This design comes from an exercise in tuning for small area, a short achievable clock period and few clock cycles per item on the open sky130 flow, not from production work.
Only simulation tests tie the RTL to the original design; equivalence was not proved.

## v47
==> flow/design.v (excerpt) <==
module ascon_p_serial_multiround     
     #(parameter BW = 64) (
         input clk,
         input rstn,
         input en,                        
         input en_inc,                    
         input [2:0] slice_idx,           
         input [BW-1:0] slice_in,         
         output reg [BW-1:0] slice_out,   
         output done                      
     );
Size: about 0.028 mm2 of cells after synthesis.
==> flow/config.mk <==
export PLATFORM = sky130hd
export DESIGN_NAME = ascon_p_serial_multiround
export DESIGN_NICKNAME = ascon_p_serial_multiround
export VERILOG_FILES = /design/flow/design.v
export SDC_FILE = /design/flow/constraint.sdc
export NUM_CORES = 4
export LEC_CHECK = 0
export CAP_MARGIN = 20
export CORE_MARGIN = 2
export CORE_UTILIZATION = 50
export CTS_BUF_LIST = sky130_fd_sc_hd__clkbuf_16
export CTS_CLUSTER_DIAMETER = 85
export CTS_CLUSTER_SIZE = 25
export PLACE_DENSITY = 0.72
export SETUP_SLACK_MARGIN = 1.9
export SLEW_MARGIN = 40
export SYNTH_HIERARCHICAL = 1
export SYNTH_MINIMUM_KEEP_SIZE = 0
==> flow/constraint.sdc <==
create_clock -name core_clock -period 4.2 [get_ports {clk}]
set_input_delay 0.8400 -clock core_clock [delete_from_list [all_inputs] [get_ports {clk}]]
set_output_delay 0.8400 -clock core_clock [all_outputs]
set_load 0.01 [all_outputs]
standard.sh (not shown) runs the stock make flow with config.mk's settings and CLKGATE_MAP_FILE= SYNTH_SCRIPT=/design/flow/synth_recipe.tcl, a recipe that flattens the netlist after the stock synthesis.
==> flow/flow/run.sh <==
#!/bin/bash
# Layout flow: the standard ORFS flow (standard.sh, all steps from
# synthesis to the final DEF), with the port buffers made of plain
# sky130_fd_sc_hd__buf_2 cells instead of the delay buffers buffer_ports
# picks by default. Everything ORFS prints goes to run_standard.log here;
# each ORFS step also keeps its own log under orfs/logs/.
set -euo pipefail
export BUFFER_PORTS_ARGS="-buffer_cell sky130_fd_sc_hd__buf_2"
bash standard.sh > run_standard.log 2>&1
v47 | status: complete | timing, DRC, antenna: pass
Testbench counts of v47, summed over its fixed seeds: cycles 6,576, items 384.
diff inputs: v47 => v9
# v47
export LEC_CHECK = 0
export CAP_MARGIN = 20
export CORE_MARGIN = 2
export CORE_UTILIZATION = 50
export CTS_BUF_LIST = sky130_fd_sc_hd__clkbuf_16
export CTS_CLUSTER_DIAMETER = 85
export CTS_CLUSTER_SIZE = 25
export PLACE_DENSITY = 0.72
export SETUP_SLACK_MARGIN = 1.9
export SLEW_MARGIN = 40
export SYNTH_HIERARCHICAL = 1
export SYNTH_MINIMUM_KEEP_SIZE = 0
create_clock -name core_clock -period 4.2 [get_ports {clk}]
# v9
export LEC_CHECK = 0
export CAP_MARGIN = 20
export CORE_MARGIN = 2
export CORE_UTILIZATION = 55
export SETUP_SLACK_MARGIN = 1.9
export SLEW_MARGIN = 20
export SYNTH_HIERARCHICAL = 1
export SYNTH_MINIMUM_KEEP_SIZE = 0
create_clock -name core_clock -period 4.2 [get_ports {clk}]
==> flow/run.sh (new file) <==
#!/bin/bash
# synth_recipe.tcl (not shown) runs the flow's synth.tcl, then flattens the netlist and writes it again
# the make line also repeats each setting of config.mk as NAME=value (left out here)
make -C /OpenROAD-flow-scripts/flow DESIGN_CONFIG=/design/flow/config.mk WORK_HOME=/design/flow/orfs CLKGATE_MAP_FILE= SYNTH_SCRIPT=/design/flow/synth_recipe.tcl finish
removed: flow/flow/run.sh
removed: flow/standard.sh
[summary]
- The number of sinks on the clock net was comparable across v47 and v9.
- v47 has lower clock buffer instance count of the final layout than v9.
- Delta (v9 minus v47): number of buffers created by CTS moved up, detailed-routing iteration count for the pre-antenna-repair pass moved down, die span in x moved down.
- Worst setup slack across v47 and v9: no real change.
- Routed wire length, v9 vs v47: up by a few percent
- Final cell area excluding filler cells was higher in the run labelled v9.
- x0[3] as the critical path capture point was reported by v47, and x0[22] by v9.
What v5 does differently from v9 at the input level:
# v9
export LEC_CHECK = 0
export CAP_MARGIN = 20
export CORE_MARGIN = 2
export CORE_UTILIZATION = 55
export SETUP_SLACK_MARGIN = 1.9
export SLEW_MARGIN = 20
export SYNTH_HIERARCHICAL = 1
export SYNTH_MINIMUM_KEEP_SIZE = 0
create_clock -name core_clock -period 4.2 [get_ports {clk}]
# v5
export LEC_CHECK = 0
export CAP_MARGIN = 20
export CORE_MARGIN = 2
export CORE_UTILIZATION = 50
export PLACE_DENSITY = 0.72
export SETUP_SLACK_MARGIN = 1.9
export SLEW_MARGIN = 60
export SYNTH_HIERARCHICAL = 1
export SYNTH_MINIMUM_KEEP_SIZE = 0
create_clock -name core_clock -period 4.2 [get_ports {clk}]
==> flow/flow/run.sh (new file) <==
#!/bin/bash
# Layout flow: the standard ORFS flow (standard.sh, all steps from
# synthesis to the final DEF), with the port buffers made of plain
# sky130_fd_sc_hd__buf_2 cells instead of the delay buffers buffer_ports
# picks by default. Everything ORFS prints goes to run_standard.log here;
# each ORFS step also keeps its own log under orfs/logs/.
set -euo pipefail
export BUFFER_PORTS_ARGS="-buffer_cell sky130_fd_sc_hd__buf_2"
bash standard.sh > run_standard.log 2>&1
==> flow/standard.sh (new file) <==
#!/bin/bash
# synth_recipe.tcl (not shown) runs the flow's synth.tcl, then flattens the netlist and writes it again
# the make line also repeats each setting of config.mk as NAME=value (left out here)
make -C /OpenROAD-flow-scripts/flow DESIGN_CONFIG=/design/flow/config.mk WORK_HOME=/design/flow/orfs CLKGATE_MAP_FILE= SYNTH_SCRIPT=/design/flow/synth_recipe.tcl "${@:-finish}"
removed: flow/run.sh
### Flow results
- In v5, area added between synthesis and finish is lower than in v9.
- A worst setup path endpoint of x0[0] is what v5 shows, while x0[22] belongs to v9.
- In summary, v5 completed successfully, with a layout that passed the timing, design-rule and antenna checks.
- Number of setup buffers added after CTS delta for v5 relative to v9: 21 lower
- Where cell area is concerned, v9 is outperformed by v5.
- Going from v9 to v5, maximum frequency has increased, initial antenna violation count has decreased.
- As far as register clock-pin slew on the reported worst setup and hold paths is concerned, v9 and v5 perform about the same.
- Going from v9 to v5, transition time at the pin with the least slew margin shrinks by 0.43 ns.
The inputs of v42 differ from those of v5 as listed below.
# v5
export LEC_CHECK = 0
export CAP_MARGIN = 20
export CORE_MARGIN = 2
export CORE_UTILIZATION = 50
export PLACE_DENSITY = 0.72
export SETUP_SLACK_MARGIN = 1.9
export SLEW_MARGIN = 60
export SYNTH_HIERARCHICAL = 1
export SYNTH_MINIMUM_KEEP_SIZE = 0
create_clock -name core_clock -period 4.2 [get_ports {clk}]
# v42
export LEC_CHECK = 0
export CAP_MARGIN = 20
export CORE_MARGIN = 2
export CORE_UTILIZATION = 65
export SETUP_SLACK_MARGIN = 2.2
export SLEW_MARGIN = 20
export SYNTH_HIERARCHICAL = 1
export SYNTH_MINIMUM_KEEP_SIZE = 0
create_clock -name core_clock -period 4.2 [get_ports {clk}]
==> flow/run.sh (new file) <==
#!/bin/bash
# synth_recipe.tcl (not shown) runs the flow's synth.tcl, then flattens the netlist and writes it again
# the make line also repeats each setting of config.mk as NAME=value (left out here)
make -C /OpenROAD-flow-scripts/flow DESIGN_CONFIG=/design/flow/config.mk WORK_HOME=/design/flow/orfs CLKGATE_MAP_FILE= SYNTH_SCRIPT=/design/flow/synth_recipe.tcl finish
removed: flow/flow/run.sh
removed: flow/standard.sh
Of v42 and v5, only v42 fails to reach the end of the flow. Summary — clock buffer count from CTS, v42 relative to v5: lower, by about 6%. Going from v5 to v42, number of flops mapped to enable cells by yosys essentially unchanged, placement-stage worst setup slack decreased 0.48 ns, instance area after placement decreased 4.3%, initial core utilization increased 16 points. Going from v5 to v42, overall die height now sits lower, width of the die decreased about 12%, number of rows in the core area decreased 13%, setup fix buffers added after clock tree synthesis went up 112, proportion of synthesized flip-flops having asynchronous set or reset flat.
Input-level comparison between v34 and v42:
# v42
export LEC_CHECK = 0
export CAP_MARGIN = 20
export CORE_MARGIN = 2
export CORE_UTILIZATION = 65
export SETUP_SLACK_MARGIN = 2.2
export SLEW_MARGIN = 20
export SYNTH_HIERARCHICAL = 1
export SYNTH_MINIMUM_KEEP_SIZE = 0
create_clock -name core_clock -period 4.2 [get_ports {clk}]
# v34
export LEC_CHECK = 0
export CAP_MARGIN = 20
export CORE_MARGIN = 2
export CORE_UTILIZATION = 50
export PLACE_DENSITY = 0.72
export SETUP_SLACK_MARGIN = 1.9
export SLEW_MARGIN = 60
export SYNTH_HIERARCHICAL = 1
export SYNTH_MINIMUM_KEEP_SIZE = 0
create_clock -name core_clock -period 4.2 [get_ports {clk}]
[summary]
Going from v42 to v34, pre-CTS setup slack lower; per-instance average area after synthesis held; number of buffers created by CTS saw an increase.
Going from v42 to v34, placed cell area up 8.0%; overall die height has increased; portion of the post-synthesis area used by sequential elements now sits at about the same level; area after synthesis neither gained nor lost much; row count up 11.
v34: all stages complete, timing, DRC and antenna checks passed
On v34: initial cell density of the core is 16 points lower than what v42 gave.
Going from v42 to v34, setup fix buffers added after clock tree synthesis shrank by 105; number of placed instances with taps included went up.

[what the ideal ports hide]
The results above use ideal ports. As a check the final layouts listed here were re-extracted and re-timed, cells and wires unchanged. Step 1: set_driving_cell puts a clkbuf_16 on clk and a buf_2 on each other input, an assumption about the parent block. Step 2, shift: input delay + t, output delay - t, t = (earliest + latest rising clock arrival at the registers) / 2. This alone moves slack from input paths to output paths. Slacks: no drivers / after step 1 / after step 2; pairs: no drivers / after step 1.
run | shift t [ns] | slack for setup (ns) | worst register clock-pin slew, ns | worst slew at a driven data input, ns
v47 | 0.680 | 1.733 / 1.733 / 1.385 | 0.11 / 0.11 | 0.06
v9 | 0.675 | 1.734 / 1.734 / 1.331 | 0.07 / 0.07 | 0.05
v5 | 0.667 | 1.809 / 1.809 / 1.415 | 0.06 / 0.06 | 0.06
v34 | 0.667 | 1.812 / 1.812 / 1.282 | 0.07 / 0.07 | 0.06
After both steps every run listed still meets setup and hold. The setup slack of v34, which loses most, moves by 0.000 ns with the drivers and by -0.530 ns with both steps.
